From an optimization exercise on the open Yosys and OpenROAD flow, aimed at small area; shortcuts taken in it are not production practice. The RTL was checked by simulation tests, not by an equivalence proof against the original design. No activity file was given, so power comes from the tool's default toggle rates.

## design/flow/design.v

```verilog
module freq_counter
    (
        input clk,
        input reset,
        input SIGNAL,
        output [15:0] frequency
    );
    reg [2:0] SIGr;
    reg [15:0] cnt1;
    reg [15:0] freq;
    assign frequency = freq;
    wire rise = (SIGr[2:1] == 2'b01);
    wire [16:0] c;
    assign c[0] = 1'b1;
    genvar i;
    generate
        for (i = 0; i < 16; i = i + 1) begin : g_inc
            assign c[i+1] = c[i] & cnt1[i];
        end
    endgenerate
    always @(posedge clk) begin
        if (reset) begin
            SIGr <= 3'd0;
            cnt1 <= 16'd1;
            freq <= 16'd0;
        end else begin
            SIGr <= {SIGr[1:0], SIGNAL};
            if (rise) begin
                freq <= cnt1;
                cnt1 <= 16'd1;
            end else begin
                cnt1 <= cnt1 ^ c[15:0];
            end
        end
    end
endmodule
module spi_slave
    (
        input clk,
        input reset,
        input SPI_SCK,
        input SPI_SSEL,
        input SPI_MOSI,
        input [199:0] tx_data,       
        output [207:0] rx_data,      
        output rx_valid,             
        output SPI_MISO,
        output pkg_timeout
    );
    reg [2:0] SCKr;
    reg [2:0] SSELr;
    wire SCK_risingedge = (SCKr[2:1] == 2'b01);
    wire SCK_fallingedge = (SCKr[2:1] == 2'b10);
    wire SSEL_active = ~SSELr[1];
    wire SSEL_startmessage = (SSELr[2:1] == 2'b10);
    wire SSEL_endmessage = (SSELr[2:1] == 2'b01);
    reg [15:0] bitcnt;
    wire bitcnt_fb = bitcnt[15] ^ bitcnt[13] ^ bitcnt[12] ^ bitcnt[10] ^ ~|bitcnt[14:0];
    wire bitcnt_zero = ~|bitcnt;
    reg [207:0] rxs;
    reg [5:0] ms;                
    reg [4:0] mf;                
    wire [31:0] MPAT = 32'hee4e962e;     
    always @* begin
        case (ms[4:0])
            5'd0: mf = 5'd0;   5'd1: mf = 5'd1;   5'd2: mf = 5'd1;   5'd3: mf = 5'd1;
            5'd4: mf = 5'd0;   5'd5: mf = 5'd1;   5'd6: mf = 5'd3;   5'd7: mf = 5'd2;
            5'd8: mf = 5'd2;   5'd9: mf = 5'd1;   5'd10: mf = 5'd1;  5'd11: mf = 5'd4;
            5'd12: mf = 5'd1;  5'd13: mf = 5'd3;  5'd14: mf = 5'd2;  5'd15: mf = 5'd1;
            5'd16: mf = 5'd3;  5'd17: mf = 5'd1;  5'd18: mf = 5'd1;  5'd19: mf = 5'd1;
            5'd20: mf = 5'd0;  5'd21: mf = 5'd6;  5'd22: mf = 5'd1;  5'd23: mf = 5'd3;
            5'd24: mf = 5'd2;  5'd25: mf = 5'd1;  5'd26: mf = 5'd1;  5'd27: mf = 5'd1;
            5'd28: mf = 5'd0;  5'd29: mf = 5'd1;  5'd30: mf = 5'd7;  default: mf = 5'd1;
        endcase
    end
    reg [7:0] sc;                
    wire sc_fb = sc[7] ^ sc[5] ^ sc[4] ^ sc[3] ^ ~|sc[6:0];
    wire sc_done = (sc == 8'hab);
    wire mbit = sc_done & rxs[207];
    wire [5:0] ms_next = ms[5] ? (mbit ? 6'd0 : 6'd5) :
                         (mbit == MPAT[ms[4:0]]) ? ms + 6'd1 : {1'b0, mf};
    wire match = ms[5];
    reg [207:0] cmd;
    reg cmd_valid;
    assign rx_data = cmd;
    assign rx_valid = cmd_valid;
    reg [15:0] tcnt;
    wire tcnt_fb = tcnt[15] ^ tcnt[13] ^ tcnt[12] ^ tcnt[10] ^ ~|tcnt[14:0];
    wire timeout = (tcnt == 16'h8625);   
    assign pkg_timeout = timeout;
    wire accept = SSEL_endmessage & match;
    reg [199:0] txs;
    reg [7:0] txi;
    reg txz;
    wire [255:0] txall = {32'h61746164, txs, 24'd0};
    wire [255:0] txrev;
    genvar gi;
    generate
        for (gi = 0; gi < 256; gi = gi + 1) begin : g_rev
            assign txrev[gi] = txall[255 - gi];
        end
    endgenerate
    assign SPI_MISO = ~txz & txrev[txi];
    always @(posedge clk) begin
        if (reset) begin
            SCKr <= 3'd0;
            SSELr <= 3'd0;
            bitcnt <= 16'd0;
            sc <= 8'd0;
            ms <= 6'd1;
            cmd_valid <= 1'b0;
            tcnt <= 16'd0;
            txz <= 1'b1;
        end else begin
            SCKr <= {SCKr[1:0], SPI_SCK};
            SSELr <= {SSELr[1:0], SPI_SSEL};
            if (~SSEL_active) begin
                bitcnt <= 16'd0;
            end else if (SCK_risingedge) begin
                bitcnt <= {bitcnt[14:0], bitcnt_fb};
                ms <= ms_next;
                if (~sc_done)
                    sc <= {sc[6:0], sc_fb};
            end
            if (accept) begin
                cmd_valid <= 1'b1;
                tcnt <= 16'd1;
            end else if (~timeout) begin
                tcnt <= {tcnt[14:0], tcnt_fb};
            end
            if (SSEL_startmessage) begin
                txz <= 1'b0;
            end else if (SSEL_active & SCK_fallingedge & bitcnt_zero) begin
                txz <= 1'b1;
            end
        end
        if (SSEL_active & SCK_risingedge)
            rxs <= {rxs[206:0], SPI_MOSI};
        if (accept)
            cmd <= rxs;
        if (SSEL_startmessage) begin
            txs <= tx_data;
            txi <= 8'd0;
        end else if (SSEL_active & SCK_fallingedge & (txi != 8'd232)) begin
            txi <= txi + 8'd1;
        end
    end
endmodule
module stepgen
    (
        input clk,
        input reset,
        input jointEnable,
        input cmdValid,              
        input signed [31:0] jointFreqCmd,
        output signed [31:0] jointFeedback,
        output DIR,
        output STP
    );
    wire [31:0] u = jointFreqCmd;
    wire nz = |u;
    assign DIR = ~u[31] & nz & cmdValid;
    wire special = u[31] & ~|u[30:0];
    wire [31:0] v = {u[31], u[31:1]} ^ {32{DIR}};
    reg [31:0] cnt;
    reg [31:0] pos;
    reg step;
    wire [32:0] k;
    assign k[0] = DIR | u[0];
    genvar i;
    generate
        for (i = 0; i < 32; i = i + 1) begin : g_cmp
            assign k[i+1] = (cnt[i] & v[i]) | (k[i] & (cnt[i] | v[i]));
        end
    endgenerate
    wire ge = special ? (cnt[31] & cnt[30]) : k[32];
    wire hit = jointEnable & nz & ge;
    wire [32:0] ci;
    assign ci[0] = 1'b1;
    generate
        for (i = 0; i < 32; i = i + 1) begin : g_inc
            assign ci[i+1] = ci[i] & cnt[i];
        end
    endgenerate
    wire [32:0] t;
    assign t[0] = hit & step;
    generate
        for (i = 0; i < 32; i = i + 1) begin : g_pos
            assign t[i+1] = t[i] & (pos[i] ~^ DIR);
        end
    endgenerate
    assign STP = step;
    assign jointFeedback = pos;
    always @(posedge clk) begin
        if (reset) begin
            cnt <= 32'd0;
            pos <= 32'd0;
            step <= 1'b0;
        end else begin
            cnt <= hit ? 32'd0 : (cnt ^ ci[31:0]);
            pos <= pos ^ t[31:0];
            step <= step ^ hit;
        end
    end
endmodule
module pwm
    (
        input clk,
        input reset,
        input valid,                 
        input [15:0] dty0,
        input [15:0] dty1,
        output pwm0,
        output pwm1
    );
    reg [15:0] cnt;
    reg rPwm0, rPwm1;
    wire [16:0] c;
    assign c[0] = 1'b1;
    genvar i;
    generate
        for (i = 0; i < 16; i = i + 1) begin : g_inc
            assign c[i+1] = c[i] & cnt[i];
        end
    endgenerate
    always @(posedge clk) begin
        if (reset) begin
            cnt <= 16'd0;
            rPwm0 <= 1'b0;
            rPwm1 <= 1'b0;
        end else begin
            cnt <= cnt ^ c[15:0];
            rPwm0 <= valid & (cnt < dty0);
            rPwm1 <= valid & (cnt < dty1);
        end
    end
    assign pwm0 = rPwm0;
    assign pwm1 = rPwm1;
endmodule
module top (
        input sysclk_in,
        input reset,
        output ERROR_OUT,
        input VIN0,
        input VIN1,
        input SPI_MOSI,
        output SPI_MISO,
        input SPI_SCK,
        input SPI_SSEL,
        output STP0,
        output DIR0,
        output STP1,
        output DIR1,
        output STP2,
        output DIR2,
        output STP3,
        output DIR3,
        output STP4,
        output DIR4,
        output DOUT0,
        output DOUT1,
        output DOUT2,
        output DOUT3,
        output DOUT4,
        output DOUT5,
        input DIN0,
        input DIN1,
        input DIN2,
        input DIN3,
        input DIN4,
        output PWMOUT0,
        output PWMOUT1,
        output ENA
    );
    wire ERROR;
    assign ERROR_OUT = ERROR;
    wire [207:0] rx_data;
    wire rx_valid;
    wire [31:0] jointFreqCmd0 = {rx_data[183:176], rx_data[191:184], rx_data[199:192], rx_data[207:200]};
    wire [31:0] jointFreqCmd1 = {rx_data[151:144], rx_data[159:152], rx_data[167:160], rx_data[175:168]};
    wire [31:0] jointFreqCmd2 = {rx_data[119:112], rx_data[127:120], rx_data[135:128], rx_data[143:136]};
    wire [31:0] jointFreqCmd3 = {rx_data[87:80], rx_data[95:88], rx_data[103:96], rx_data[111:104]};
    wire [31:0] jointFreqCmd4 = {rx_data[55:48], rx_data[63:56], rx_data[71:64], rx_data[79:72]};
    wire [15:0] setPoint0 = {rx_data[39:32], rx_data[47:40]};
    wire [15:0] setPoint1 = {rx_data[23:16], rx_data[31:24]};
    wire [4:0] jointEnable = rx_data[12:8] & {5{rx_valid}};
    assign DOUT5 = rx_data[5] & rx_valid;
    assign DOUT4 = rx_data[4] & rx_valid;
    assign DOUT3 = rx_data[3] & rx_valid;
    assign DOUT2 = rx_data[2] & rx_valid;
    assign DOUT1 = rx_data[1] & rx_valid;
    assign DOUT0 = rx_data[0] & rx_valid;
    assign ENA = (|jointEnable) & ~ERROR;
    wire [31:0] jointFeedback0;
    wire [31:0] jointFeedback1;
    wire [31:0] jointFeedback2;
    wire [31:0] jointFeedback3;
    wire [31:0] jointFeedback4;
    wire [15:0] processVariable0;
    wire [15:0] processVariable1;
    wire [199:0] tx_data = {
        jointFeedback0[7:0], jointFeedback0[15:8], jointFeedback0[23:16], jointFeedback0[31:24],
        jointFeedback1[7:0], jointFeedback1[15:8], jointFeedback1[23:16], jointFeedback1[31:24],
        jointFeedback2[7:0], jointFeedback2[15:8], jointFeedback2[23:16], jointFeedback2[31:24],
        jointFeedback3[7:0], jointFeedback3[15:8], jointFeedback3[23:16], jointFeedback3[31:24],
        jointFeedback4[7:0], jointFeedback4[15:8], jointFeedback4[23:16], jointFeedback4[31:24],
        processVariable0[7:0], processVariable0[15:8],
        processVariable1[7:0], processVariable1[15:8],
        3'b000, DIN4, DIN3, DIN2, DIN1, DIN0
    };
    freq_counter freq_counter0 (
        .clk (sysclk_in),
        .reset (reset),
        .frequency (processVariable0),
        .SIGNAL (VIN0)
    );
    freq_counter freq_counter1 (
        .clk (sysclk_in),
        .reset (reset),
        .frequency (processVariable1),
        .SIGNAL (VIN1)
    );
    spi_slave spi1 (
        .clk (sysclk_in),
        .reset (reset),
        .SPI_SCK (SPI_SCK),
        .SPI_SSEL (SPI_SSEL),
        .SPI_MOSI (SPI_MOSI),
        .SPI_MISO (SPI_MISO),
        .rx_data (rx_data),
        .rx_valid (rx_valid),
        .tx_data (tx_data),
        .pkg_timeout (ERROR)
    );
    stepgen stepgen0 (
        .clk (sysclk_in),
        .reset (reset),
        .jointEnable (jointEnable[0] & ~ERROR),
        .cmdValid (rx_valid),
        .jointFreqCmd (jointFreqCmd0),
        .jointFeedback (jointFeedback0),
        .DIR (DIR0),
        .STP (STP0)
    );
    stepgen stepgen1 (
        .clk (sysclk_in),
        .reset (reset),
        .jointEnable (jointEnable[1] & ~ERROR),
        .cmdValid (rx_valid),
        .jointFreqCmd (jointFreqCmd1),
        .jointFeedback (jointFeedback1),
        .DIR (DIR1),
        .STP (STP1)
    );
    stepgen stepgen2 (
        .clk (sysclk_in),
        .reset (reset),
        .jointEnable (jointEnable[2] & ~ERROR),
        .cmdValid (rx_valid),
        .jointFreqCmd (jointFreqCmd2),
        .jointFeedback (jointFeedback2),
        .DIR (DIR2),
        .STP (STP2)
    );
    stepgen stepgen3 (
        .clk (sysclk_in),
        .reset (reset),
        .jointEnable (jointEnable[3] & ~ERROR),
        .cmdValid (rx_valid),
        .jointFreqCmd (jointFreqCmd3),
        .jointFeedback (jointFeedback3),
        .DIR (DIR3),
        .STP (STP3)
    );
    stepgen stepgen4 (
        .clk (sysclk_in),
        .reset (reset),
        .jointEnable (jointEnable[4] & ~ERROR),
        .cmdValid (rx_valid),
        .jointFreqCmd (jointFreqCmd4),
        .jointFeedback (jointFeedback4),
        .DIR (DIR4),
        .STP (STP4)
    );
    pwm pwm01 (
        .clk (sysclk_in),
        .reset (reset),
        .valid (rx_valid),
        .dty0 (setPoint0),
        .dty1 (setPoint1),
        .pwm0 (PWMOUT0),
        .pwm1 (PWMOUT1)
    );
endmodule
```

## design/flow/run.sh

```bash
#!/bin/bash
# synth_recipe.tcl (not shown) runs the flow's synth.tcl, then flattens the netlist and writes it again
# the make line also repeats each setting of config.mk as NAME=value (left out here)
make -C /OpenROAD-flow-scripts/flow DESIGN_CONFIG=/design/flow/config.mk WORK_HOME=/design/flow/orfs CLKGATE_MAP_FILE= SYNTH_SCRIPT=/design/flow/synth_recipe.tcl finish
```

## design/flow/config.mk

```make
export PLATFORM = sky130hd
export DESIGN_NAME = top
export DESIGN_NICKNAME = top
export VERILOG_FILES = /design/flow/design.v
export SDC_FILE = /design/flow/constraint.sdc
export NUM_CORES = 4
export LEC_CHECK = 0
export ABC_AREA = 1
export CAP_MARGIN = 20
export CORE_MARGIN = 2
export CORE_UTILIZATION = 40
export CTS_BUF_LIST = sky130_fd_sc_hd__clkbuf_4
export CTS_CLUSTER_SIZE = 20
export SLEW_MARGIN = 20
```

## design/flow/constraint.sdc

```tcl
create_clock -name core_clock -period 20.0 [get_ports {sysclk_in}]
set_input_delay 4.0000 -clock core_clock [delete_from_list [all_inputs] [get_ports {sysclk_in}]]
set_output_delay 4.0000 -clock core_clock [all_outputs]
set_load 0.01 [all_outputs]
```

==> results of run 1 <==
-- cell usage after synthesis, drive strengths merged (22+ instances only) --
master	count	share of area [%]
nand2	839	6.8
inv	772	6.1
nor2	611	5.1
edfxtp	608	38
dfxtp	478	20
o21ai	385	4.1
a21oi	242	2.6
ha	237	6.2
nand3	163	1.7
xor2	101	1.9
clkbuf	99	0.78
o22ai	93	1.2
xnor2	82	1.5
nand4	45	0.62
buf	41	0.58
nor3	24	0.29
nor4	23	0.30
o21a	22	0.35
-- where the power goes --
part	internal [µW]	switching (µW)	leakage [µW]
combinational	65.0	138	0.0108
sequential	2380	33.0	0.00940
clock	1110	905	0.00234
-- kinds of logic after synthesis --
| kind of cell | count (synthesis) | share of synthesized area, % |
|---|---|---|
| adder cells (fa/ha/maj) | 237 | 6.21 |
| AND/OR/NAND/NOR | 1743 | 15.3 |
| buffers and inverters | 914 | 7.45 |
| flip-flops | 1086 | 58.3 |
| XOR/XNOR | 183 | 3.36 |
| AO/OA/AOI/OAI | 803 | 9.33 |
-- per-stage QoR --
stage / worst slack, ps / hold slack (ps) / util [%] / cell area (µm²)
after CTS: 10860 / 395 / 45.2 / 53400
after floorplan: 3700 / 384 / - / 47700
after detailed placement: 12190 / 394 / 41.9 / 49600
final: 10990 / 390 / 45.2 / 53400
after global placement: 12220 / 391 / 41.9 / 49500
after global routing: 10470 / 411 / 45.2 / 53400
-- area by class of cell --
class | instances | share of cell area [%]
Clock inverter | 64 | 0.670
Sequential cell | 1086 | 52.1
Tap cell | 1536 | 3.60
Clock buffer | 467 | 6.56
Inverter | 774 | 5.46
Timing Repair Buffer | 56 | 0.993
Antenna cell | 8 | 0.0375
Multi-Input combinational cell | 2966 | 30.6
-- sequential cells by signal, indices dropped and copies added, names as in the netlist, 32 cells and up --
| name | cells |
|---|---|
| stepgen0.pos | 32 |
| stepgen4.cnt | 32 |
| stepgen2.cnt | 32 |
| stepgen3.cnt | 32 |
| stepgen1.pos | 32 |
| stepgen0.cnt | 32 |
| stepgen2.pos | 32 |
| spi1.cmd | 203 |
| stepgen3.pos | 32 |
| spi1.txs | 197 |
| spi1.rxs | 208 |
| stepgen4.pos | 32 |
| stepgen1.cnt | 32 |
-- cell usage in the layout (no fill, tap or decap), types with 5 or more instances in the layout --
master,instances
buf_4,22
inv_2,43
nor3_1,19
a21oi_2,7
nor2_1,580
a21oi_1,234
xnor2_1,82
diode_2,8
xor2_1,101
edfxtp_1,608
o21ai_0,368
nand4_1,43
o21a_1,22
dfxtp_1,476
clkdlybuf4s50_1,31
o22ai_1,93
clkinv_2,11
nor2_2,20
nand3_1,162
o221ai_1,20
nor4_1,23
clkinv_1,43
o21ai_1,12
clkbuf_4,467
or2_2,14
nor3_2,5
nor2_4,10
ha_1,237
nand3b_1,7
nand2_2,22
inv_1,735
a31oi_1,11
nand2_1,814
nor3b_1,6
-- layer usage --
layer	wire length, µm	part of all wire (%)	GRT usage [%]	up-vias
met5	0	0	0	-
met4	2460	2.6	6.49	0
met3	4040	4.3	3.40	204
met2	42600	45	25.2	597
met1	45600	48	20.5	14956
li1	-	-	-	17042
-- critical path, cell delays in order (launching register included) --
cell	delay, ps
dfxtp_4	640
inv_2	750
buf_4	540
o21ai_0	140
o221ai_1	200
nand3_1	100
nand3_1	100
nand3_1	130
a31oi_1	190
o21ai_0	110
a21oi_1	300
clkdlybuf4s50_1	610
-- worst min path at each step --
stage | slack [ps] | end
3_3_place_gp | 390 | freq_counter1.SIGr[1]
4_1_cts | 390 | freq_counter0.SIGr[1]
5_1_grt | 410 | spi1.txs[11]
2_1_floorplan | 380 | freq_counter0.cnt1[0]
3_5_place_dp | 390 | freq_counter1.SIGr[1]
6_report | 390 | freq_counter0.SIGr[1]
==> run summary, run 1 <==
- Final GP Congestion: 0.805
- Post-Syn Instances: 4966
- Row count: 126
- Setup TNS: 0 ps
- Worst VDD drop: 56.3 µV
- Mapped Area: 47700 µm²
- Post-Synthesis Net Count: 5215
- Design Power: 4630 µW
- Worst Reg-to-Reg Cells: 56
- Setup crit start: spi1.txi[0]
- Final period util: 45.0%
- FF-to-FF setup slack: 12800 ps
- Filler cells: 11307
- Critical register-to-register path endpoint: stepgen2.pos[21]
- Data required, critical path: 16000 ps
- Worst-Margin Slew: 1110 ps
- Hold Fails Final Rpt: 0
- Synth Flop Type: edfxtp_1
- Resize count post-CTS: 0
- Starting Density: 40.4%
- Post-CTS Hold Buffers: 0
- RSZ-0062 raised after global routing: no
- Critical Path Sink Type: output pin
- Initial DRC Count: 1857
- Vias: 32799
- Clock Tree Root: clkbuf_4
- CP Max Fanout: 101
- Die height: 349 µm
- FF+latch area: 27800 µm²
- Maximum Capacitance Violations: 0
- Total clock sinks: 1086
- FF-to-FF Start: spi1.cmd_valid
- Pin count of the biggest net entering global routing: 161
- Final std cells w/o fill: 6957
- Status: timing/DRC/antenna clean
- Worst-Skew Late Latency: 1180 ps
- Finish-stage setup viols: 0
- DRC Markers: 0
- Ports: 33
- Share of layout cells above drive strength 1: 12.0%
- Max Clock Freq: 0.111 GHz
- Max Slew Vio Count: 0
- Hold Path Stages: 2
- Vias in the first global route: 31711
- Inst Count DP: 6418
- CTS tree: done
- Multi-input logic area: 16400 µm²
- Die area: 122000 µm²
- Synth Area per Inst: 9.61 µm²
- Worst setup path category: flop to output pin
- #FFs+latches synth: 1086
- Hold crit path type: flop to flop
- Relative slew slack: 26.1%
- Routed vias/inst: 4.71
- Min cycle time layout: 9010 ps
- Num CTS Buffers: 303
- Number of synthesized flops with an enable pin: 608
- Leak: 0.0226 µW
- Final wirelength: 94700 µm
- Nets: 5436
- Htree depth: 5
- Core box area: 118000 µm²
- Layout area overhead: 12.0%
- Die width: 349 µm
- Hold Crit Start: freq_counter0.SIGr[0]
- Crit path to: SPI_MISO
- Port Buffers: 32
- Yosys cell types: 64
- Sequential area share after synthesis: 58.3%
- Total track usage: 15.7%
- FFs w/ async S/R, synth: 0%
- Clk pin slew, worst setup/hold paths: 60 ps
- CTS max path bufs: 4
- Initial DRT Pass Iterations: 7
- Initial antenna violation count: 3
- Crit path arrival time: 5010 ps
- Global-route wire length before repair: 156000 µm
- Skew final: 85.7 ps
- Wire per inst: 13.6 µm
- Dpl hpwl: 59300 µm
- Postcts setup bufs: 0
- Antenna Nets Post-Route: 0
- Gr ovfl total: 0
- YS warnings: 4
- Critical Path Start Type: flop
- Power per cell area: 86.6 nW/µm²
==> run 2: changes to the inputs <==
==> design/flow/flow/run.sh (new file) <==
#!/bin/bash
# Own layout flow: the standard layout (standard.sh, all ORFS steps) with two
# changes: synthesis maps the logic with an area-oriented ABC script (see
# area_synth.tcl; the registers are the standard synthesis's), and clock tree
# synthesis gets its own arguments (CTS_ARGS below: clkbuf_16 sink clusters,
# no dummy loads). The make output goes to flow_make.log in the work folder;
# each ORFS step's own log is under orfs/logs/.
set -euo pipefail
W=$(pwd)
export AREA_ABC_SCRIPT="$W/flow/abc_area.script"
export FLOW_SYNTH_TCL="$W/synth_recipe.tcl"
CTS='-sink_clustering_enable -repair_clock_nets -sink_clustering_size 25 -sink_clustering_max_diameter 60 -buf_list sky130_fd_sc_hd__clkbuf_16 -dont_use_dummy_load'
sed "s#SYNTH_SCRIPT=[^ ]*#SYNTH_SCRIPT=$W/flow/area_synth.tcl 'CTS_ARGS=$CTS'#" standard.sh > area_standard.sh
grep -q "SYNTH_SCRIPT=$W/flow/area_synth.tcl" area_standard.sh
bash area_standard.sh > flow_make.log 2>&1
test -f out/final.def
==> design/flow/flow/abc_area.script (new file) <==
strash
dch -f
amap
topo
==> design/flow/flow/area_synth.tcl (new file) <==
# The standard synthesis script (synth_recipe.tcl), run unchanged except that
# ABC maps the logic with an area-oriented script (abc_area.script) instead of
# ORFS's delay-oriented one. ABC only maps combinational logic: the registers
# are mapped before it runs, so they are exactly the standard synthesis's.
proc abc {args} {
  set i [lsearch -exact $args -script]
  if { $i >= 0 } {
    lset args [expr {$i + 1}] $::env(AREA_ABC_SCRIPT)
  }
  yosys abc {*}$args
}
source $::env(FLOW_SYNTH_TCL)
==> design/flow/standard.sh (new file) <==
#!/bin/bash
# synth_recipe.tcl (not shown) runs the flow's synth.tcl, then flattens the netlist and writes it again
# the make line also repeats each setting of config.mk as NAME=value (left out here)
make -C /OpenROAD-flow-scripts/flow DESIGN_CONFIG=/design/flow/config.mk WORK_HOME=/design/flow/orfs CLKGATE_MAP_FILE= SYNTH_SCRIPT=/design/flow/synth_recipe.tcl "${@:-finish}"
==> design/flow/config.mk (replaced) <==
export PLATFORM = sky130hd
export DESIGN_NAME = top
export DESIGN_NICKNAME = top
export VERILOG_FILES = /design/flow/design.v
export SDC_FILE = /design/flow/constraint.sdc
export NUM_CORES = 4
export LEC_CHECK = 0
export CAP_MARGIN = 20
export CORE_MARGIN = 2
export CORE_UTILIZATION = 60
export SLEW_MARGIN = 20
removed: design/flow/run.sh
==> run 2 against run 1 <==
  * Largest power group unchanged
  * Hold slack improved by 15 ps
  * Still clean on timing, DRC and antenna
  * Sequential power decreased by 2%
  * Clock skew fell by 36 ps
==> run summary, run 2 <==
- Worst-Margin Slew: 1030 ps
- Mapped Area: 44100 µm²
- CP max-delay cell: clkinv_1
- Leak: 0.0163 µW
- Cell with the most instances on the worst path: clkinv_1
- Synth Area per Inst: 12.1 µm²
- Synth area leader: edfxtp_1
- Gr ovfl total: 0
- Htree depth: 3
- Relative slew slack: 31.6%
- Resize count post-CTS: 0
- Filler cells: 5488
- Maximum Capacitance Violations: 0
- Final GP Congestion: 0.804
- Global routing usage on met2: 38.1%
- Die area: 75700 µm²
- Vias in the first global route: 27653
- Final period util: 86.7%
- Finish-stage setup viols: 0
- Final std cells w/o fill: 4757
- Hold Fails Final Rpt: 0
- Final worst slack: 2660 ps
- Total track usage: 22.4%
- GRT Max-Usage Layer: met2
- Global-route wire length before repair: 139000 µm
- Critical Path Start Type: flop
- Total clock sinks: 1086
- Inst Count DP: 4683
- Most frequent cells in the layout: edfxtp_1 (608), clkinv_1 (533), dfxtp_1 (476)
- Yosys cell types: 47
- Skew final: 49.8 ps
- Max reg flops: 208
- DRC Markers: 0
- Antenna Nets Post-Route: 0
- Num CTS Buffers: 74
- Synth Flop Type: edfxtp_1
- Min cycle time layout: 17340 ps
- Data required, critical path: 20500 ps
- RSZ-0062 raised after global routing: no
- Met1 Usage GRT: 30.6%
- Wire per inst: 17.7 µm
- Final core occ: 65.7%
- Number of synthesized flops with an enable pin: 608
- Die height: 275 µm
- Post-CTS Hold Buffers: 0
- Initial antenna violation count: 0
- Placement Setup Slack: 2920 ps
- Dpl hpwl: 52300 µm
- #FFs+latches synth: 1086
- Clk pin slew, worst setup/hold paths: 90 ps
- Met3 Usage GRT: 2.92%
- Initial DRT Pass Iterations: 8
- CP Max Fanout: 59
- Vias: 28482
- Clock Tree Root: clkbuf_16
- Core box area: 72800 µm²
- Biggest register: spi1.rxs
- Final wirelength: 84000 µm
- Top cells by count, synth: edfxtp_1 (608), clkinv_1 (538), dfxtp_1 (478), nor2_1 (296), ha_1 (237)
- Status: timing/DRC/antenna clean
- ANT cells: 0
- Crit path arrival time: 17840 ps
- FFs w/ async S/R, synth: 0%
- Worst-Skew Late Latency: 620 ps
- Postcts setup bufs: 0
- Port Buffers: 32
- CTS tree: done
- Nets: 4049
- Synth area leaders: edfxtp_1 (41%), dfxtp_1 (22%), ha_1 (6.7%)
- Sequential area share after synthesis: 63.1%
- Max Clock Freq: 0.0577 GHz
- CTS max path bufs: 3
- Die width: 275 µm
- Routed vias/inst: 5.99
- Initial DRC Count: 1826
- Share of layout cells above drive strength 1: 3.34%
- YS warnings: 4
- Top-count cell post-synth: edfxtp_1
- Post-synth top area share: 41.4%
- Power per cell area: 82.6 nW/µm²
- Worst setup path category: flop to flop
- Post-Syn Instances: 3658
- Ports: 33
- Row count: 99
- Worst VDD drop: 79.6 µV
- Top flop regs: spi1.rxs x208, spi1.cmd x203, spi1.txs x197
- Starting Density: 60.5%
- Hold crit path type: flop to flop
- Pin count of the biggest net entering global routing: 150
- Layout area overhead: 8.47%
- Post-Synthesis Net Count: 3907
- Critical Path Sink Type: flop
- Commonest non-fill, non-tap cell in the layout: edfxtp_1
- CP max stage delay: 750 ps
- Max Slew Vio Count: 0
run 2: cell count changes after synthesis, sizes merged, moves of 185 or more:
cell    previous run  this run
clkinv             2       538
inv              772         0
nand2            839       107
nor2b              0       185
nor2             611       296
o21ai            385        78
run 2: cell type report:
| type | instances | area, µm² | area share [%] |
|---|---|---|---|
| Timing Repair Buffer | 68 | 623 | 1.30 |
| Clock buffer | 74 | 1850 | 3.87 |
| Multi-Input combinational cell | 2032 | 14300 | 29.9 |
| Tap cell | 959 | 1200 | 2.51 |
| Sequential cell | 1086 | 27800 | 58.2 |
| Inverter | 538 | 2030 | 4.24 |
run 2: final timing paths:
check,to,from,cells past startpoint,slack (ps)
setup / recovery,stepgen2.pos[31],spi1.cmd_valid,122,2660
setup reg to reg,stepgen2.pos[31],spi1.cmd_valid,122,2660
hold reg to reg,freq_counter1.SIGr[2],freq_counter1.SIGr[1],2,410
hold / removal,freq_counter1.SIGr[2],freq_counter1.SIGr[1],2,410
run 2: logic make-up after synthesis:
group | share of synthesized area (%)
DFF | 63.1
AOI/OAI and AO/OA | 16.9
and+or+nand+nor | 8.70
buffers and inverters | 4.60
adders and majority gates | 6.72
xor gates and xnor gates | 0.0199
run 2: critical path: cells and delay by family (launching register included):
kind | cells | cell delay (ps)
DFF | 1 | 450
and+or+nand+nor | 13 | 1340
AOI/OAI and AO/OA | 76 | 9450
adders and majority gates | 1 | 260
buffers and inverters | 32 | 5630
run 2: through the flow:
| step | area, µm² | hold WS, ps | total power (µW) | TNS [ps] |
|---|---|---|---|---|
| after floorplan | 44100 | 400 | 2570 | -27480 |
| after global placement | 46000 | 412 | 2660 | 0 |
| after detailed placement | 46000 | 407 | 2660 | 0 |
| after CTS | 47800 | 411 | 4000 | 0 |
| after global routing | 47800 | 415 | 4090 | 0 |
| final | 47800 | 405 | 3950 | 0 |
run 2: routing by layer:
layer  routed length [µm]  vias to the layer above  share of wire, %
met5                    0                        -                 0
li1                     -                    14143                 -
met1                38700                    13720                46
met2                40300                      501                48
met3                 3160                      118               3.8
met4                 1820                        0               2.2
run 2: report_power, final:
| group | internal (µW) | total [µW] | switching [µW] |
|---|---|---|---|
| logic | 75.7 | 236 | 160 |
| registers | 2360 | 2370 | 15.8 |
| clock network | 655 | 1340 | 687 |
==> run 3: changes to the inputs <==
--- a/design/flow/flow/run.sh
+++ b/design/flow/flow/run.sh
@@ -9,7 +9,7 @@
 W=$(pwd)
 export AREA_ABC_SCRIPT="$W/flow/abc_area.script"
 export FLOW_SYNTH_TCL="$W/synth_recipe.tcl"
-CTS='-sink_clustering_enable -repair_clock_nets -sink_clustering_size 25 -sink_clustering_max_diameter 60 -buf_list sky130_fd_sc_hd__clkbuf_16 -dont_use_dummy_load'
+CTS='-sink_clustering_enable -repair_clock_nets -sink_clustering_size 20 -sink_clustering_max_diameter 50 -buf_list sky130_fd_sc_hd__clkbuf_8 sky130_fd_sc_hd__clkbuf_16 -dont_use_dummy_load'
 sed "s#SYNTH_SCRIPT=[^ ]*#SYNTH_SCRIPT=$W/flow/area_synth.tcl 'CTS_ARGS=$CTS'#" standard.sh > area_standard.sh
 grep -q "SYNTH_SCRIPT=$W/flow/area_synth.tcl" area_standard.sh
 bash area_standard.sh > flow_make.log 2>&1
==> run 3 against run 2 <==
  * The flow now stops in clock tree synthesis (4_1_cts)
  * Synthesized cell count stayed put
  * Area after synthesis unchanged
==> run summary, run 3 <==
- Status: stopped before the end
- Stop stage: clock tree synthesis (4_1_cts)
- Log Error: [ERROR STA-0564] clock_tree_synthesis positional arguments not supported.
- Synth Flop Type: edfxtp_1
- Post-Syn Instances: 3658
- Row count: 99
- Sequential area share after synthesis: 63.1%
- YS warnings: 4
- Synth area leader: edfxtp_1
- Port Buffers: 32
- Post-Synthesis Net Count: 3907
- Ports: 33
- Top-count cell post-synth: edfxtp_1
- Number of synthesized flops with an enable pin: 608
- Yosys cell types: 47
- Die height: 275 µm
- FFs w/ async S/R, synth: 0%
- Synth area leaders: edfxtp_1 (41%), dfxtp_1 (22%), ha_1 (6.7%)
- Top cells by count, synth: edfxtp_1 (608), clkinv_1 (538), dfxtp_1 (478), nor2_1 (296), ha_1 (237)
- Inst Count DP: 4683
- Final GP Congestion: 0.804
- Die width: 275 µm
- #FFs+latches synth: 1086
- Starting Density: 60.5%
- Post-synth top area share: 41.4%
- Dpl hpwl: 52300 µm
- Synth Area per Inst: 12.1 µm²
- Mapped Area: 44100 µm²
run 3: worst min-delay path by stage:
stage / startpoint / to / cells past startpoint / slack [ps]
after floorplan: spi1.rxs[13] / spi1.rxs[14] / 0 / 400
after global placement: freq_counter0.cnt1[0] / freq_counter0.cnt1[0] / 1 / 410
after detailed placement: spi1.rxs[15] / spi1.rxs[16] / 0 / 410
run 3: logic make-up after synthesis:
group,after synthesis,synth area share (%)
AO/OA/AOI/OAI,1013,16.9
XOR/XNOR,1,0.0199
adder cells (fa/ha/maj),237,6.72
buffers and inverters,540,4.60
flip-flops,1086,63.1
AND/OR/NAND/NOR,781,8.70
run 3: power groups by stage:
| stage | clock [µW] | sequential (µW) | combinational [µW] |
|---|---|---|---|
| 2_1_floorplan | 0 | 2440 | 130 |
| 3_3_place_gp | 0 | 2420 | 234 |
| 3_5_place_dp | 0 | 2420 | 237 |
run 3: metrics by stage:
stage                     hold slack [ps]  area [µm²]  setup WS, ps  utilization, %
after global placement                412       46000          3610            63.1
after detailed placement              407       46000          2920            63.1
after floorplan                       400       44100         -2160               -
==> run 4: changes to the inputs <==
==> design/flow/flow/run.sh (replaced) <==
#!/bin/bash
# Own layout flow: the standard layout (standard.sh, all ORFS steps) with
# these changes:
# - synthesis maps the logic with an area-oriented ABC script (see
#   area_synth.tcl); the registers are exactly the standard synthesis's;
# - clock tree synthesis gets its own arguments (CTS below: clkbuf_16 sink
#   clusters, no dummy loads);
# - the port buffers are buf_1 cells (PORTBUF below); every port still gets one.
# The make output goes to flow_make.log in the work folder; each ORFS step's
# own log is under orfs/logs/.
set -euo pipefail
W=$(pwd)
export AREA_ABC_SCRIPT="$W/flow/abc_area.script"
export FLOW_SYNTH_TCL="$W/synth_recipe.tcl"
CTS='-sink_clustering_enable -repair_clock_nets -sink_clustering_size 30 -sink_clustering_max_diameter 70 -buf_list {sky130_fd_sc_hd__clkbuf_8 sky130_fd_sc_hd__clkbuf_16} -dont_use_dummy_load'
PORTBUF='-buffer_cell sky130_fd_sc_hd__buf_1'
sed "s#SYNTH_SCRIPT=[^ ]*#SYNTH_SCRIPT=$W/flow/area_synth.tcl 'CTS_ARGS=$CTS' 'BUFFER_PORTS_ARGS=$PORTBUF'#" standard.sh > area_standard.sh
grep -q "SYNTH_SCRIPT=$W/flow/area_synth.tcl" area_standard.sh
bash area_standard.sh > flow_make.log 2>&1
test -f out/final.def
==> run 4 against run 3 <==
  * Now clean on timing, DRC and antenna
  * Synthesized cell count unchanged
  * Area after synthesis unchanged
==> run summary, run 4 <==
- Die area: 75700 µm²
- Routed vias/inst: 5.95
- CP max stage delay: 520 ps
- Initial DRC Count: 1753
- Yosys cell types: 47
- Design area: 47100 µm²
- FFs w/ async S/R, synth: 0%
- Row count: 99
- Xor/xnor cell area share of the yosys netlist: 0.0199%
- CP Max Fanout: 42
- Post-synth top area share: 41.4%
- Total track usage: 22.1%
- #FFs+latches synth: 1086
- CTS tree: done
- Dpl hpwl: 52400 µm
- Synth Area per Inst: 12.1 µm²
- Compound-Gate Fraction of Synth Area: 16.9%
- Initial DRT Pass Iterations: 6
- Setup crit start: spi1.cmd_valid
- Maximum Capacitance Violations: 0
- Pin count of the biggest net entering global routing: 170
- Largest family of logic cells by synthesized area: compound AO/OA/AOI/OAI gates
- Placed cell areas: 45800 µm²
- Synth Area in Simple Gates: 8.70%
- Top flop regs: spi1.rxs x208, spi1.cmd x203, spi1.txs x197
- Gr ovfl total: 0
- Biggest register: spi1.rxs
- Htree depth: 2
- Critical Path Start Type: flop
- Top-count cell post-synth: edfxtp_1
- Share of layout cells above drive strength 1: 2.83%
- Global-route wire length before repair: 137000 µm
- Min cycle time layout: 17270 ps
- Worst setup path category: flop to flop
- Die height: 275 µm
- YS warnings: 4
- Initial antenna violation count: 0
- Port Buffers: 32
- Worst VDD drop: 94.7 µV
- Buf/Inv on CP: 32
- Adder-cell share of the synthesized area: 6.72%
- Num CTS Buffers: 52
- Clk pin slew, worst setup/hold paths: 100 ps
- Vias in the first global route: 27540
- Max Slew Vio Count: 0
- FF-to-FF Start: spi1.cmd_valid
- Status: timing/DRC/antenna clean
- Post-Synthesis Net Count: 3907
- Core box area: 72800 µm²
- Crit path arrival time: 17830 ps
- Number of synthesized flops with an enable pin: 608
- Skew final: 57.1 ps
- Post-Syn Instances: 3658
- Leak: 0.0159 µW
- Critical Path Sink Type: flop
- Hold Crit Start: freq_counter1.SIGr[1]
- Worst-Margin Slew: 1070 ps
- Relative slew slack: 28.7%
- DRC Markers: 0
- Final core occ: 64.7%
- Antenna Nets Post-Route: 0
- CTS max path bufs: 3
- Postcts setup bufs: 0
- Commonest non-fill, non-tap cell in the layout: edfxtp_1
- Synth area leader: edfxtp_1
- Cell with the most instances on the worst path: o221ai_1
- CP max-delay cell: buf_4
- ANT cells: 0
- Ports: 33
- Synth Flop Type: edfxtp_1
- Top cells by count, synth: edfxtp_1 (608), clkinv_1 (538), dfxtp_1 (478), nor2_1 (296), ha_1 (237)
- CP delay by family, top: compound AO/OA/AOI/OAI gates
- Wire per inst: 17.6 µm
- RSZ-0062 raised after global routing: no
- Total clock sinks: 1086
- Die width: 275 µm
- Clock Tree Root: clkbuf_16
- Worst-Skew Late Latency: 650 ps
- Vias: 28174
- Post-synthesis mux area share: 0%
- Max Clock Freq: 0.0579 GHz
- Data required, critical path: 20560 ps
- Starting Density: 60.5%
- Finish-stage setup viols: 0
- Nets: 4027
- Mapped Area: 44100 µm²
- Max reg flops: 208
- Final wirelength: 83400 µm
- Sequential area share after synthesis: 63.1%
- Final period util: 86.3%
- Layout area overhead: 6.80%
- Most frequent cells in the layout: edfxtp_1 (608), clkinv_1 (532), dfxtp_1 (476)
- Power per cell area: 79.0 nW/µm²
- Hold crit path type: flop to flop
- Hold Fails Final Rpt: 0
- Synth area leaders: edfxtp_1 (41%), dfxtp_1 (22%), ha_1 (6.7%)
- Final GP Congestion: 0.802
[run 4: cell counts after synthesis]
No cell type changed its count.
[run 4: repair_timing]
item,in CTS,in global routing
setup endpoints to repair,0,6
gates resized for setup,0,6
endpoints found under the hold margin,0,0
hold buffers,0,0
[run 4: logic make-up after synthesis]
logic type | count (synthesis)
buf+inv | 540
simple gates | 781
flops | 1086
fa+ha+maj | 237
compound gates | 1013
xor+xnor | 1
[run 4: metrics by stage]
step / setup TNS, ps / hold slack (ps) / instances / total power, µW / setup slack, ps
2_1_floorplan: -27480 / 400 / 3658 / 2570 / -2160
3_3_place_gp: 0 / 412 / 4683 / 2660 / 3010
3_5_place_dp: 0 / 410 / 4683 / 2660 / 2360
4_1_cts: 0 / 403 / 4735 / 3760 / 2250
5_1_grt: 0 / 427 / 4735 / 3850 / 30.6
6_report: 0 / 392 / 4735 / 3720 / 2730
[run 4: power by group]
group | switching [µW] | internal [µW]
clock network | 649 | 464
logic | 158 | 74.3
registers | 19.6 | 2360
total | 826 | 2890
[run 4: worst register-to-register path: cells and delay by family, from the launching register on]
kind	cells	cell delay, ps
AO/OA/AOI/OAI	80	10520
adder cells (fa/ha/maj)	1	290
buffers and inverters	32	4270
flip-flops	1	480
AND/OR/NAND/NOR	16	1710
[run 4: metal layers]
layer  global-route usage (%)  part of all wire, %
met4                     5.22                  1.8
met1                     30.1                   47
met2                     38.0                   48
met5                        0                    0
met3                     2.44                  3.5
[run 4: cell type report]
type,count,area [µm²]
Tap cell,959,1200
Timing Repair Buffer,68,427
Fill cell,5482,25700
Sequential cell,1086,27800
Multi-Input combinational cell,2032,14300
Inverter,538,2030
Clock buffer,52,1300
[run 4: final timing paths]
| path | cells after the start | to | slack, ps |
|---|---|---|---|
| max | 129 | stepgen4.pos[31] | 2730 |
| min | 2 | freq_counter1.SIGr[2] | 390 |
| max reg2reg | 129 | stepgen4.pos[31] | 2730 |
| min reg2reg | 2 | freq_counter1.SIGr[2] | 390 |
==> run 5: changes to the inputs <==
--- a/design/flow/flow/run.sh
+++ b/design/flow/flow/run.sh
@@ -12,7 +12,7 @@
 W=$(pwd)
 export AREA_ABC_SCRIPT="$W/flow/abc_area.script"
 export FLOW_SYNTH_TCL="$W/synth_recipe.tcl"
-CTS='-sink_clustering_enable -repair_clock_nets -sink_clustering_size 30 -sink_clustering_max_diameter 70 -buf_list {sky130_fd_sc_hd__clkbuf_8 sky130_fd_sc_hd__clkbuf_16} -dont_use_dummy_load'
+CTS='-sink_clustering_enable -repair_clock_nets -sink_clustering_size 30 -sink_clustering_max_diameter 70 -buf_list sky130_fd_sc_hd__clkbuf_16 -dont_use_dummy_load'
 PORTBUF='-buffer_cell sky130_fd_sc_hd__buf_1'
 sed "s#SYNTH_SCRIPT=[^ ]*#SYNTH_SCRIPT=$W/flow/area_synth.tcl 'CTS_ARGS=$CTS' 'BUFFER_PORTS_ARGS=$PORTBUF'#" standard.sh > area_standard.sh
 grep -q "SYNTH_SCRIPT=$W/flow/area_synth.tcl" area_standard.sh
--- a/design/flow/config.mk
+++ b/design/flow/config.mk
@@ -7,5 +7,6 @@
 export LEC_CHECK = 0
 export CAP_MARGIN = 20
 export CORE_MARGIN = 2
-export CORE_UTILIZATION = 60
+export CORE_UTILIZATION = 70
+export GPL_TIMING_DRIVEN = 0
 export SLEW_MARGIN = 20
==> run 5 against run 4 <==
  * Sequential power about the same
  * Critical path depth unchanged
  * Wire length decreased by 2.7%
  * Fmax decreased by 1.7%
  * Via count increased by 1.2%
  * Count of clock-buffer cells in the layout decreased by 3
  * Core utilization increased by 12 points
  * Total power decreased by 0.82%
  * Hold slack improved by 13 ps
  * Final area increased by 1.3%
  * Flip-flop and latch count unchanged
  * Largest cell class unchanged
==> run summary, run 5 <==
- Status: timing/DRC/antenna clean
- Synth Area per Inst: 12.1 µm²
- Port Buffers: 32
- Placed cell areas: 46500 µm²
- Critical Path Start Type: flop
- Final GP Congestion: 0.802
- Cell with the most instances on the worst path: o221ai_1
- CP max-delay cell: nor3_2
- Htree depth: 2
- Worst-Skew Late Latency: 650 ps
- Postcts setup bufs: 0
- Layout area overhead: 8.22%
- Max reg flops: 208
- Ports: 33
- Pin count of the biggest net entering global routing: 88
- Top flop regs: spi1.rxs x208, spi1.cmd x203, spi1.txs x197
- Row count: 92
- Hold Path Stages: 0
- Final period util: 87.8%
- Commonest non-fill, non-tap cell in the layout: edfxtp_1
- Worst setup path category: flop to flop
- FFs w/ async S/R, synth: 0%
- Share of layout cells above drive strength 1: 3.98%
- Hold Crit Start: spi1.rxs[188]
- Hold Fails Final Rpt: 0
- Power per cell area: 77.3 nW/µm²
- Die width: 255 µm
- Total track usage: 25.0%
- RSZ-0062 raised after global routing: no
- Nets: 4066
- CP Max Fanout: 48
- Biggest register: spi1.rxs
- Post-Synthesis Net Count: 3907
- Sequential area share after synthesis: 63.1%
- Design area: 47700 µm²
- Most frequent cells in the layout: edfxtp_1 (608), clkinv_1 (528), dfxtp_1 (475)
- Skew final: 66.2 ps
- CP max stage delay: 630 ps
- Final core occ: 76.2%
- Max Clock Freq: 0.0569 GHz
- Top cells by count, synth: edfxtp_1 (608), clkinv_1 (538), dfxtp_1 (478), nor2_1 (296), ha_1 (237)
- Maximum Capacitance Violations: 0
- Synth Flop Type: edfxtp_1
- Dpl hpwl: 55300 µm
- Vias in the first global route: 27755
- Number of synthesized flops with an enable pin: 608
- Initial DRT Pass Iterations: 5
- Total clock sinks: 1086
- Mapped Area: 44100 µm²
- Routed vias/inst: 6.12
- Relative slew slack: 26.9%
- Synth area leader: edfxtp_1
- Initial DRC Count: 1992
- CTS max path bufs: 3
- Clock Tree Root: clkbuf_16
- Post-CTS Hold Buffers: 0
- Starting Density: 70.4%
- Wire per inst: 17.4 µm
- FF-to-FF Start: spi1.cmd_valid
- Min cycle time layout: 17570 ps
- Max Slew Vio Count: 0
- Worst VDD drop: 113 µV
- Worst Reg-to-Reg Cells: 129
- Critical register-to-register path endpoint: stepgen4.pos[31]
- Gr ovfl total: 0
- FF-to-FF setup slack: 2430 ps
- Crit path arrival time: 18130 ps
- Finish-stage setup viols: 0
- Top-count cell post-synth: edfxtp_1
- Worst Hold End: spi1.cmd[188]
- Post-synth top area share: 41.4%
- Synth area leaders: edfxtp_1 (41%), dfxtp_1 (22%), ha_1 (6.7%)
- Resize count post-CTS: 0
- DRC Markers: 0
- Die height: 255 µm
- Yosys cell types: 47
- Clk pin slew, worst setup/hold paths: 110 ps
- CTS tree: done
- Initial antenna violation count: 1
- YS warnings: 4
- Critical Path Sink Type: flop
- Hold crit path type: flop to flop
- Data required, critical path: 20570 ps
- Global-route wire length before repair: 133000 µm
- Num CTS Buffers: 49
- Core box area: 62600 µm²
- #FFs+latches synth: 1086
- Post-Syn Instances: 3658
- ANT cells: 0
- Leak: 0.0163 µW
- Final wirelength: 81100 µm
- Worst-Margin Slew: 1090 ps
- Die area: 65000 µm²
- Antenna Nets Post-Route: 0
- Vias: 28518
[run 5: cell count changes in the layout (fill, tap and decap cells not counted), moves of 5 or more]
cell    change
buf_12     +16
buf_16     +12
buf_6       +9
buf_8       +5
or2_0       -5
or2_1       +5
[run 5: layer usage]
metal	wire, µm	up-vias	share of wire (%)	GRT usage (%)
li1	-	14165	-	-
met1	35400	13762	44	31.8
met2	41000	465	51	45.3
met3	3060	124	3.8	3.23
met4	1690	2	2.1	6.43
met5	12	-	0.015	0
[run 5: cells by family after synthesis]
kind of cell | share of synthesized area, %
fa+ha+maj | 6.72
compound gates | 16.9
xor+xnor | 0.0199
simple gates | 8.70
flops | 63.1
buf+inv | 4.60
[run 5: worst max path at each step]
| stage | from | to | slack (ps) | cells past startpoint |
|---|---|---|---|---|
| after global placement | spi1.cmd_valid | stepgen1.pos[31] | -8960 | 118 |
| after floorplan | spi1.cmd_valid | stepgen1.pos[31] | -2160 | 118 |
| final | spi1.cmd_valid | stepgen4.pos[31] | 2430 | 129 |
| after detailed placement | spi1.cmd_valid | stepgen4.pos[31] | 2060 | 127 |
| after CTS | spi1.cmd_valid | stepgen4.pos[31] | 1780 | 127 |
| after global routing | spi1.cmd[79] | stepgen4.pos[31] | 100 | 131 |
[run 5: where the power goes]
group / switching (µW) / leakage (µW) / internal (µW) / total, µW
logic: 148 / 0.00732 / 86.1 / 234
registers: 29.0 / 0.00836 / 2360 / 2390
clock network: 633 / 0.000604 / 439 / 1070
total: 809 / 0.0163 / 2880 / 3690
[run 5: worst max-delay path, delay by kind of cell, from the launching register on]
kind	cells	cell delay, ps
AO/OA/AOI/OAI	80	10580
buffers and inverters	32	3820
AND/OR/NAND/NOR	16	2110
flip-flops	1	580
adder cells (fa/ha/maj)	1	320
[run 5: area by class of cell]
type	count	area [µm²]
repair buffers	108	1240
clock buffers	49	1230
plain buffers	2	7.51
well taps	846	1060
fillers	3987	14900
inverters	538	2050
flip-flops and latches	1086	27800
multi-input cells	2032	14300
[run 5: through the flow]
stage	power (µW)	TNS (ps)	cells	worst slack (ps)	hold slack, ps
floorplan	2570	-27480	3658	-2160	400
global placement	2660	-892830	4536	-8960	405
detailed placement	2670	0	4612	2060	405
CTS	3710	0	4661	1780	390
global route	3810	0	4661	96.1	411
finish	3690	0	4661	2430	405
==> run 6: changes to the inputs <==
==> design/flow/flow/abc_area.script (replaced) <==
strash
dc2
dch -f
amap -F 20 -A 20 -C 5000
topo
--- a/design/flow/config.mk
+++ b/design/flow/config.mk
@@ -8,5 +8,4 @@
 export CAP_MARGIN = 20
 export CORE_MARGIN = 2
 export CORE_UTILIZATION = 70
-export GPL_TIMING_DRIVEN = 0
 export SLEW_MARGIN = 20
==> run 6 against run 5 <==
  * Die area fell by 1.3%
  * Non-clock buffer count fell by 41
  * Combinational power fell by 7%
  * Register-to-register slack improved by 5400 ps
  * Flip-flop and latch count did not move
  * Sequential power barely moved
  * Clock power barely moved
  * Fmax rose by 44%
  * Worst setup slack improved by 5400 ps
  * Cell count fell by 1.5%
  * Critical endpoint is now stepgen4.pos[30]
==> run summary, run 6 <==
- Max Clock Freq: 0.0821 GHz
- Hold Fails Final Rpt: 0
- Most frequent cells in the layout: edfxtp_1 (608), nor2_1 (538), dfxtp_1 (476)
- Dpl hpwl: 55500 µm
- Hold crit path type: flop to flop
- Total track usage: 26.7%
- Initial antenna violation count: 1
- Setup crit start: spi1.cmd_valid
- Post-CTS Hold Buffers: 0
- Adder-cell share of the synthesized area: 6.82%
- Worst Hold End: spi1.txs[13]
- Die width: 253 µm
- Worst Reg-to-Reg Cells: 65
- Layout area overhead: 6.18%
- ANT cells: 0
- Commonest non-fill, non-tap cell in the layout: edfxtp_1
- Hold Path Stages: 0
- Maximum Capacitance Violations: 0
- Top-count cell post-synth: edfxtp_1
- Num CTS Buffers: 48
- Starting Density: 70.6%
- Synth Flop Type: edfxtp_1
- Post-Synthesis Net Count: 3886
- CP Max Fanout: 64
- Routed vias/inst: 6.29
- YS warnings: 4
- Worst-Skew Late Latency: 620 ps
- DRC Markers: 0
- Synth Area per Inst: 12.0 µm²
- Row count: 91
- Largest family of logic cells by synthesized area: compound AO/OA/AOI/OAI gates
- Filler cells: 4045
- Final period util: 60.9%
- Die area: 64200 µm²
- Die height: 253 µm
- FF-to-FF setup slack: 7810 ps
- Final wirelength: 86300 µm
- Sequential area share after synthesis: 64.0%
- FFs w/ async S/R, synth: 0%
- Port Buffers: 32
- Postcts setup bufs: 0
- Max Slew Vio Count: 0
- Worst setup path category: flop to flop
- Nets: 4003
- Core box area: 61600 µm²
- Data required, critical path: 20530 ps
- Clk pin slew, worst setup/hold paths: 110 ps
- Synth area leader: edfxtp_1
- Hold Crit Start: freq_counter1.freq[13]
- RSZ-0062 raised after global routing: no
- Xor/xnor cell area share of the yosys netlist: 0%
- Final GP Congestion: 0.831
- Leak: 0.0157 µW
- Crit path arrival time: 12720 ps
- Top cells by count, synth: edfxtp_1 (608), nor2_1 (542), dfxtp_1 (478), clkinv_1 (258), nor2b_1 (257)
- Post-synth top area share: 42.0%
- Total clock sinks: 1086
- Critical Path Start Type: flop
- CP max stage delay: 670 ps
- Finish-stage setup viols: 0
- Vias: 28844
- Final worst slack: 7810 ps
- Skew final: 44.9 ps
- Worst-Margin Slew: 1120 ps
- Wire per inst: 18.8 µm
- Status: timing/DRC/antenna clean
- Number of synthesized flops with an enable pin: 608
- Critical Path Sink Type: flop
- Setup TNS: 0 ps
- Worst VDD drop: 107 µV
- Post-Syn Instances: 3637
- Share of layout cells above drive strength 1: 2.67%
- Mapped Area: 43500 µm²
- Synth area leaders: edfxtp_1 (42%), dfxtp_1 (22%), ha_1 (6.8%)
- Clock Tree Root: clkbuf_16
- CP max-delay cell: clkinv_1
- Post-synthesis mux area share: 0%
- Relative slew slack: 25.6%
- Top flop regs: spi1.rxs x208, spi1.cmd x203, spi1.txs x197
- Biggest register: spi1.rxs
- Gr ovfl total: 0
- Min cycle time layout: 12190 ps
- Initial DRT Pass Iterations: 6
- Yosys cell types: 52
- Initial DRC Count: 2330
- Critical register-to-register path endpoint: stepgen4.pos[30]
- CTS tree: done
- Power per cell area: 78.9 nW/µm²
- FF-to-FF Start: spi1.cmd_valid
- Max reg flops: 208
- Vias in the first global route: 27705
- Global-route wire length before repair: 138000 µm
- Ports: 33
- Htree depth: 2
- Compound-Gate Fraction of Synth Area: 15.6%
- Synth Area in Simple Gates: 11.4%
- Placement Setup Slack: 7960 ps
- CTS max path bufs: 3
- Resize count post-CTS: 0
- Pin count of the biggest net entering global routing: 139
- Antenna Nets Post-Route: 0
- Cell with the most instances on the worst path: o221a_1
- #FFs+latches synth: 1086
==> run 6: stage by stage <==
stage	power (µW)	instance area, µm²	util, %	std cells	hold slack, ps
global placement	2630	45000	73.0	4541	401
floorplan	2550	43500	-	3637	400
global route	3750	46200	75.0	4589	423
finish	3650	46200	75.0	4589	426
detailed placement	2640	45000	73.0	4541	405
CTS	3670	46200	75.0	4589	425
==> run 6: logic make-up after synthesis <==
family	Yosys count
buffers and inverters	260
adder cells (fa/ha/maj)	237
flip-flops	1086
AO/OA/AOI/OAI	1010
AND/OR/NAND/NOR	1044
==> run 6: routing by layer <==
layer  vias to the layer above  wire length (µm)  GRT usage [%]  share of wire, %
met1                     13970             37100           36.0                43
met5                         -                 0              0                 0
met2                       814             41900           45.8                49
met4                         0              2400           7.96               2.8
li1                      13895                 -              -                 -
met3                       165              4880           3.20               5.7
==> run 6: how the worst max path moves through the flow <==
stage	slack, ps	to	depth (start not counted)
6_report	7810	stepgen4.pos[30]	65
5_1_grt	6420	stepgen4.pos[30]	65
4_1_cts	7860	stepgen4.pos[30]	65
3_5_place_dp	7960	stepgen4.pos[30]	65
3_3_place_gp	8380	stepgen4.pos[31]	66
2_1_floorplan	5080	spi1.mf[1]	12
==> run 6: report_power, final <==
group | internal, µW | total (µW) | switching (µW)
sequential | 2360 | 2370 | 12.3
clock | 430 | 1060 | 628
combinational | 62.9 | 218 | 155
==> run 6: critical path, delay by kind of cell, from the launching register on <==
kind | cells | cell delay, ps
AO/OA/AOI/OAI | 45 | 7720
AND/OR/NAND/NOR | 15 | 2070
buffers and inverters | 4 | 1540
flip-flops | 1 | 510
adder cells (fa/ha/maj) | 1 | 190
==> run 6: cell type report <==
cell class / instances / area, µm² / share of cell area (%)
Sequential cell: 1086 / 27800 / 60.2
Tap cell: 837 / 1050 / 2.27
Timing Repair Buffer: 69 / 414 / 0.897
Clock buffer: 48 / 1200 / 2.60
Multi-Input combinational cell: 2291 / 14700 / 31.9
Inverter: 258 / 976 / 2.11
==> run 7: changes to the inputs <==
==> design/flow/flow/abc_area.script (replaced) <==
strash
dch -f
amap
topo
==> run 7 against run 6 <==
  * Still clean on timing, DRC and antenna
  * Critical path depth increased by 66
  * First-iteration DRC count decreased by 9.5%
  * Via count decreased by 0.34%
  * Synthesized cell count increased by 0.58%
  * Clock power about the same
  * Die area increased by 1.3%
  * Count of clock-buffer cells in the layout increased by 1
  * Largest cell class unchanged
==> run summary, run 7 <==
- Design Power: 3680 µW
- CP max stage delay: 590 ps
- Hold Path Stages: 0
- Critical Path Start Type: flop
- Leak: 0.0159 µW
- Crit path arrival time: 17950 ps
- Row count: 92
- Ports: 33
- Clk pin slew, worst setup/hold paths: 110 ps
- Final wirelength: 83200 µm
- Postcts setup bufs: 0
- Clock Tree Root: clkbuf_16
- FF-to-FF setup slack: 2610 ps
- Biggest register: spi1.rxs
- Setup crit start: spi1.cmd[79]
- Most frequent cells in the layout: edfxtp_1 (608), clkinv_1 (532), dfxtp_1 (476)
- Placed cell areas: 45600 µm²
- Psw: 807 µW
- Max reg flops: 208
- Die height: 255 µm
- Wire per inst: 18.0 µm
- Design area: 46900 µm²
- Max Clock Freq: 0.0575 GHz
- Worst-Skew Late Latency: 640 ps
- Worst-Margin Slew: 1140 ps
- FFs w/ async S/R, synth: 0%
- CTS tree: done
- Vias: 28745
- Synth area leader: edfxtp_1
- Initial antenna violation count: 1
- Top flop regs: spi1.rxs x208, spi1.cmd x203, spi1.txs x197
- DRC Markers: 0
- Status: timing/DRC/antenna clean
- Hold crit path type: flop to flop
- Gr ovfl total: 0
- Synth Flop Type: edfxtp_1
- Core box area: 62600 µm²
- YS warnings: 4
- Layout area overhead: 6.32%
- Hold Crit Start: spi1.rxs[189]
- Power per cell area: 78.4 nW/µm²
- Final core occ: 74.9%
- Worst Hold End: spi1.rxs[190]
- Htree depth: 2
- Global-route wire length before repair: 137000 µm
- Post-synth top area share: 41.4%
- Yosys cell types: 47
- #FFs+latches synth: 1086
- Nets: 4029
- Pin count of the biggest net entering global routing: 129
- Final GP Congestion: 0.826
- Min cycle time layout: 17390 ps
- Switching Share: 21.9%
- DR top layer: met4
- Share of layout cells above drive strength 1: 2.89%
- Top cells by count, synth: edfxtp_1 (608), clkinv_1 (538), dfxtp_1 (478), nor2_1 (296), ha_1 (237)
- RSZ-0062 raised after global routing: no
- Finish-stage setup viols: 0
- CP Max Fanout: 45
- Top-count cell post-synth: edfxtp_1
- Worst VDD drop: 106 µV
- Post-Synthesis Net Count: 3907
- Final period util: 87.0%
- Hold Fails Final Rpt: 0
- Max Slew Vio Count: 0
- Die area: 65000 µm²
- Total track usage: 25.8%
- Mapped Area: 44100 µm²
- Synth Area per Inst: 12.1 µm²
- Cell with the most instances on the worst path: o221ai_1
- Met3 routed WL: 3820 µm
- P_int: 2870 µW
- Antenna Nets Post-Route: 0
- Sequential area share after synthesis: 63.1%
- Synth area leaders: edfxtp_1 (41%), dfxtp_1 (22%), ha_1 (6.7%)
- Relative slew slack: 22.3%
- Initial DRC Count: 2108
- Post-Syn Instances: 3658
- Dpl hpwl: 54900 µm
- CP max-delay cell: nor4b_1
- Initial DRT Pass Iterations: 6
- Routed vias/inst: 6.22
- Vias in the first global route: 28243
- Starting Density: 70.4%
- Worst Reg-to-Reg Cells: 131
- ANT cells: 0
- FF-to-FF Start: spi1.cmd[79]
- Die width: 255 µm
- Total clock sinks: 1086
- Clock power frac: 29.1%
- Data required, critical path: 20560 ps
- Register share of total power: 64.7%
- Critical Path Sink Type: flop
- Number of synthesized flops with an enable pin: 608
- Inst Count DP: 4575
- Critical register-to-register path endpoint: stepgen4.pos[31]
- Maximum Capacitance Violations: 0
- Commonest non-fill, non-tap cell in the layout: edfxtp_1
- Combinational share of power: 6.2%
- Worst setup path category: flop to flop
- Metal-1 WL: 36000 µm
- Wire length on met2: 41400 µm
- CTS max path bufs: 3
- Port Buffers: 32
- Num CTS Buffers: 49
- Final std cells w/o fill: 4624
- Skew final: 48.7 ps
-- run 7: worst max path at each step --
stage,to,depth (start not counted)
after global routing,stepgen4.pos[31],130
after floorplan,stepgen1.pos[31],118
after global placement,stepgen0.pos[31],129
final,stepgen4.pos[31],131
after CTS,stepgen0.pos[31],129
after detailed placement,stepgen0.pos[31],129
-- run 7: layer usage --
layer  track usage [%]  up-vias
li1                  -    14080
met1              33.7    13830
met2              45.8      697
met3              2.95      138
met4              7.50        0
met5                 0        -
-- run 7: logic make-up after synthesis --
group | count (synthesis) | synth area share, %
buffers and inverters | 540 | 4.60
AOI/OAI and AO/OA | 1013 | 16.9
DFF | 1086 | 63.1
and+or+nand+nor | 781 | 8.70
xor gates and xnor gates | 1 | 0.0199
adders and majority gates | 237 | 6.72
-- run 7: critical path: cells and delay by family, from the launching register on --
kind	cells	cell delay [ps]
AOI/OAI and AO/OA	79	10440
DFF	1	450
buffers and inverters	30	3230
adders and majority gates	1	340
and+or+nand+nor	21	2870
-- run 7: area by class of cell --
cell class	count	area, µm²
fill	4215	15700
multi-input combinational	2032	14300
clock buffer	49	1230
inverter	538	2030
tap	846	1060
timing repair buffer	73	435
sequential	1086	27800
-- run 7: power by group through the flow --
stage          registers, µW  logic (µW)  clock network [µW]
2_1_floorplan           2440         130                   0
3_3_place_gp            2430         224                   0
3_5_place_dp            2430         229                   0
4_1_cts                 2380         230                1090
5_1_grt                 2380         250                1170
6_report                2380         229                1070
-- run 7: metrics by stage --
step                      setup WS [ps]  TNS [ps]  hold WS (ps)
after floorplan                   -2160    -27480           400
after global placement             3360         0           405
after detailed placement           2570         0           408
after CTS                          2400         0           426
after global routing               44.2         0           439
final                              2610         0           421
-- run 7: timing repair --
action | CTS | global route
hold buffers | 0 | 0
endpoints found under the setup margin | 0 | 4
resized for setup | 0 | 5

==> afterwards: timing with drivers on the ports <==
How much do the figures lean on ideal ports? The routed layouts below were timed once more, with nothing changed but the port constraints. Step 1 assumes that a clkbuf_16 drives the clock port and a buf_2 every other input. Step 2 also shifts input and output timing later by t, the mid clock arrival at the registers, as if the neighbouring blocks saw the same clock. a / b / c = no drivers / after step 1 / after step 2; a / b = the first two.
run	t (ns)	slack for setup (ns)	worst setup path after step 2	worst register clock-pin slew, ns
run 1	1.203	10.995 / 10.933 / 12.136	register to output	0.08 / 0.08
run 2	0.669	2.661 / 2.661 / 2.661	register to register	0.09 / 0.09
run 4	0.690	2.734 / 2.734 / 2.734	register to register	0.11 / 0.11
run 5	0.681	2.435 / 2.435 / 2.435	register to register	0.11 / 0.11
run 6	0.669	7.812 / 7.812 / 7.812	register to register	0.11 / 0.11
run 7	0.672	2.608 / 2.608 / 2.608	register to register	0.11 / 0.11
After both steps every run listed still meets setup and hold.
